This is an optimization exercise on Yosys and OpenROAD, whose aim is small area, a short achievable clock period and few clock cycles per item, not a production implementation.
Power is estimated from default activity; no workload was simulated.

## north
==> flow/design.v (excerpt) <==
module Divider(CLK, CS, WE, SN, AD, DI, DO, DONE);
    input CLK;
    input CS;
    input WE;
    input SN;
    input AD;
    input [17:0] DI;
    output DONE;
    output [17:0] DO;
    reg [17:0] R;        
    reg [17:0] D;        
    reg [17:0] Q;        
    reg [4:0]  K;        
    reg        busy;
    reg        first;
    reg        neg_quo;
    reg        neg_rem;
    function [4:0] lzc;
        input [17:0] x;
        integer i;
        begin
            lzc = 5'd18;
            for (i = 0; i < 18; i = i + 1)
                if (x[i]) lzc = 5'd17 - i;
        end
    endfunction
    wire        wr_n = CS & WE & ~AD;
    wire        wr_d = CS & WE & AD;
    wire        neg_in = SN & DI[17];
    wire [17:0] mag_in = neg_in ? (~DI + 18'd1) : DI;
    wire        d_zero = (DI == 18'd0);
    wire [17:0] rmask;
    genvar m;
    generate for (m = 0; m < 18; m = m + 1) begin : rm
        assign rmask[m] = |R[17:m];
    end endgenerate
    wire        d_big = |(mag_in & ~rmask);      
    wire [17:0] rlead = rmask & ~{1'b0, rmask[17:1]};   
  ...
Size: roughly 780 cells after synthesis, roughly 63 flip-flops, about 42 I/O pins, about 0.0063 mm2 of cells after synthesis.
clock: 5.0 ns
lec_check: 0
abc_clock_period_in_ps: 3000
cap_margin: 20
core_margin: 2
core_utilization: 60
place_density: 0.7
setup_slack_margin: 1.6
slew_margin: 20
run.sh (not shown) runs the stock make flow with config.mk's settings and CLKGATE_MAP_FILE= SYNTH_SCRIPT=/design/flow/synth_recipe.tcl, a recipe that flattens the netlist after the stock synthesis.
north: no failed stages, no open violations at the end
Inputs modified between north and south:
Settings: changing SETUP_SLACK_MARGIN from 1.6 to 1.0; changing ABC_CLOCK_PERIOD_IN_PS from 3000 to 3500.
==> flow/flow/run.sh (new file) <==
#!/bin/bash
# The standard layout (the standard.sh, unchanged synthesis and steps),
# with the port buffers that buffer_ports inserts made plain buf_2 cells
# instead of the delay buffers it picks by default.
set -euo pipefail
export BUFFER_PORTS_ARGS="-buffer_cell sky130_fd_sc_hd__buf_2"
bash standard.sh > standard.log 2>&1
==> flow/standard.sh (new file) <==
#!/bin/bash
# synth_recipe.tcl (not shown) runs the flow's synth.tcl, then flattens the netlist and writes it again
# the make line also repeats each setting of config.mk as NAME=value (left out here)
make -C /OpenROAD-flow-scripts/flow DESIGN_CONFIG=/design/flow/config.mk WORK_HOME=/design/flow/orfs CLKGATE_MAP_FILE= SYNTH_SCRIPT=/design/flow/synth_recipe.tcl "${@:-finish}"
removed: flow/run.sh
### Flow results
- The lower detailed-route wire length came out of south.
- north -> south: length of routed wiring on met1 decreased by a little under 10%
- Relative to north, the area taken by multi-input logic gates measured on south has decreased by a little under 10%.
- Total power of the final layout in south is 14% lower than in north
- | number of placed instances, taps included | south vs north | ≈ equal |
- Measured against each other, north and south differ in via count, the lower figure coming from south.
- Summary of south over north: multi-input gate share of total cell area shows an increase of 3.3 points; worst setup margin shows an increase of 0.11 ns; total track usage shows a reduction of 3.2 points.
- The capturing instance or port of the critical path comes out D[16] in one run and D[17] in the other, namely in north and south respectively.
Function was not checked in any run of this note: the RTL went through the layout flow alone.

the previous run:
Another version of the RTL of Divider (not shown whole).
For scale: about 800 cells after synthesis, roughly 68 flip-flops, ~42 I/O pins, about 6400 um^2 of cells after synthesis.
## Divider
module Divider(CLK, CS, WE, SN, AD, DI, DO, DONE);
    input CLK;
    input CS;
    input WE;
    input SN;
    input AD;
    input [17:0] DI;
    output DONE;
    output [17:0] DO;
    reg [17:0] R;        
    reg [17:0] D;        
    reg [17:0] Q;        
    reg [4:0]  K;        
    reg [4:0]  L;        
    reg        busy;
    reg        first;
    reg        neg_quo;
    reg        neg_rem;
    function [4:0] lzc;
        input [17:0] x;
        integer i;
        begin
            lzc = 5'd18;
            for (i = 0; i < 18; i = i + 1)
                if (x[i]) lzc = 5'd17 - i;
        end
    endfunction
    wire        wr_n = CS & WE & ~AD;
    wire        wr_d = CS & WE & AD;
    wire        neg_in = SN & DI[17];
    wire [17:0] mag_in = neg_in ? (~DI + 18'd1) : DI;
    wire        d_zero = (DI == 18'd0);
    wire [17:0] rmask;
    genvar m;
    generate for (m = 0; m < 18; m = m + 1) begin : rm
        assign rmask[m] = |R[17:m];
    end endgenerate
    wire        d_big = |(mag_in & ~rmask);      
  ...
export LEC_CHECK = 0
export ABC_CLOCK_PERIOD_IN_PS = 3500
export CAP_MARGIN = 20
export CORE_MARGIN = 2
export CORE_UTILIZATION = 60
export PLACE_DENSITY = 0.7
export SETUP_SLACK_MARGIN = 1.0
export SLEW_MARGIN = 20
create_clock -name core_clock -period 5.0 [get_ports {CLK}]
standard.sh (not shown) runs the stock make flow with config.mk's settings and CLKGATE_MAP_FILE= SYNTH_SCRIPT=/design/flow/synth_recipe.tcl, a recipe that flattens the netlist after the stock synthesis.
==> flow/flow/run.sh <==
#!/bin/bash
# The standard layout (the standard.sh, unchanged synthesis and steps),
# with the port buffers that buffer_ports inserts made plain buf_2 cells
# instead of the delay buffers it picks by default.
set -euo pipefail
export BUFFER_PORTS_ARGS="-buffer_cell sky130_fd_sc_hd__buf_2"
bash standard.sh > standard.log 2>&1
The previous run: flow completed, timing, DRC and antenna clean
What the current run does differently from the previous run at the input level:
Settings: SETUP_SLACK_MARGIN now 1.5, was 1.0.
Placed wire-length estimate after detailed placement for the current run: 3.4% up relative to the previous run
The current run contains more vias than the previous run.
Min non-filler instance count after layout across the previous run and the current run: the previous run
Tightest hold margin delta for the current run relative to the previous run: 0.018 ns lower
No run of this note included a check of the RTL's function; only the layout flow was run.

[re-timing with driven ports]
No port has a modelled driver above. Below, the same layouts with a new extraction and two added sets of constraints. Step 1, drivers: a clkbuf_16 drives CLK and a buf_2 each remaining input, both assumed. Step 2 adds t to the input delays and takes it off the output delays; t is the mean of the earliest and latest rising clock arrival at the registers after step 1. Input paths then give back, and output paths get back, about the clock's delay inside the block. Three values: no drivers, after step 1, after step 2; two values: the first two.
run | t, ns | slack for setup (ns) | worst setup path at the end
north | 0.404 | 1.042 / 1.042 / 1.042 | register to register
south | 0.400 | 1.154 / 1.154 / 1.093 | input to register
the previous run | 0.399 | 1.249 / 1.213 / 1.128 | input to register
the current run | 0.393 | 1.490 / 1.453 / 1.278 | input to register
After both steps setup and hold are still met in every run listed. The setup slack of the current run, which loses most, moves by -0.037 ns with the drivers and by -0.212 ns with both steps.
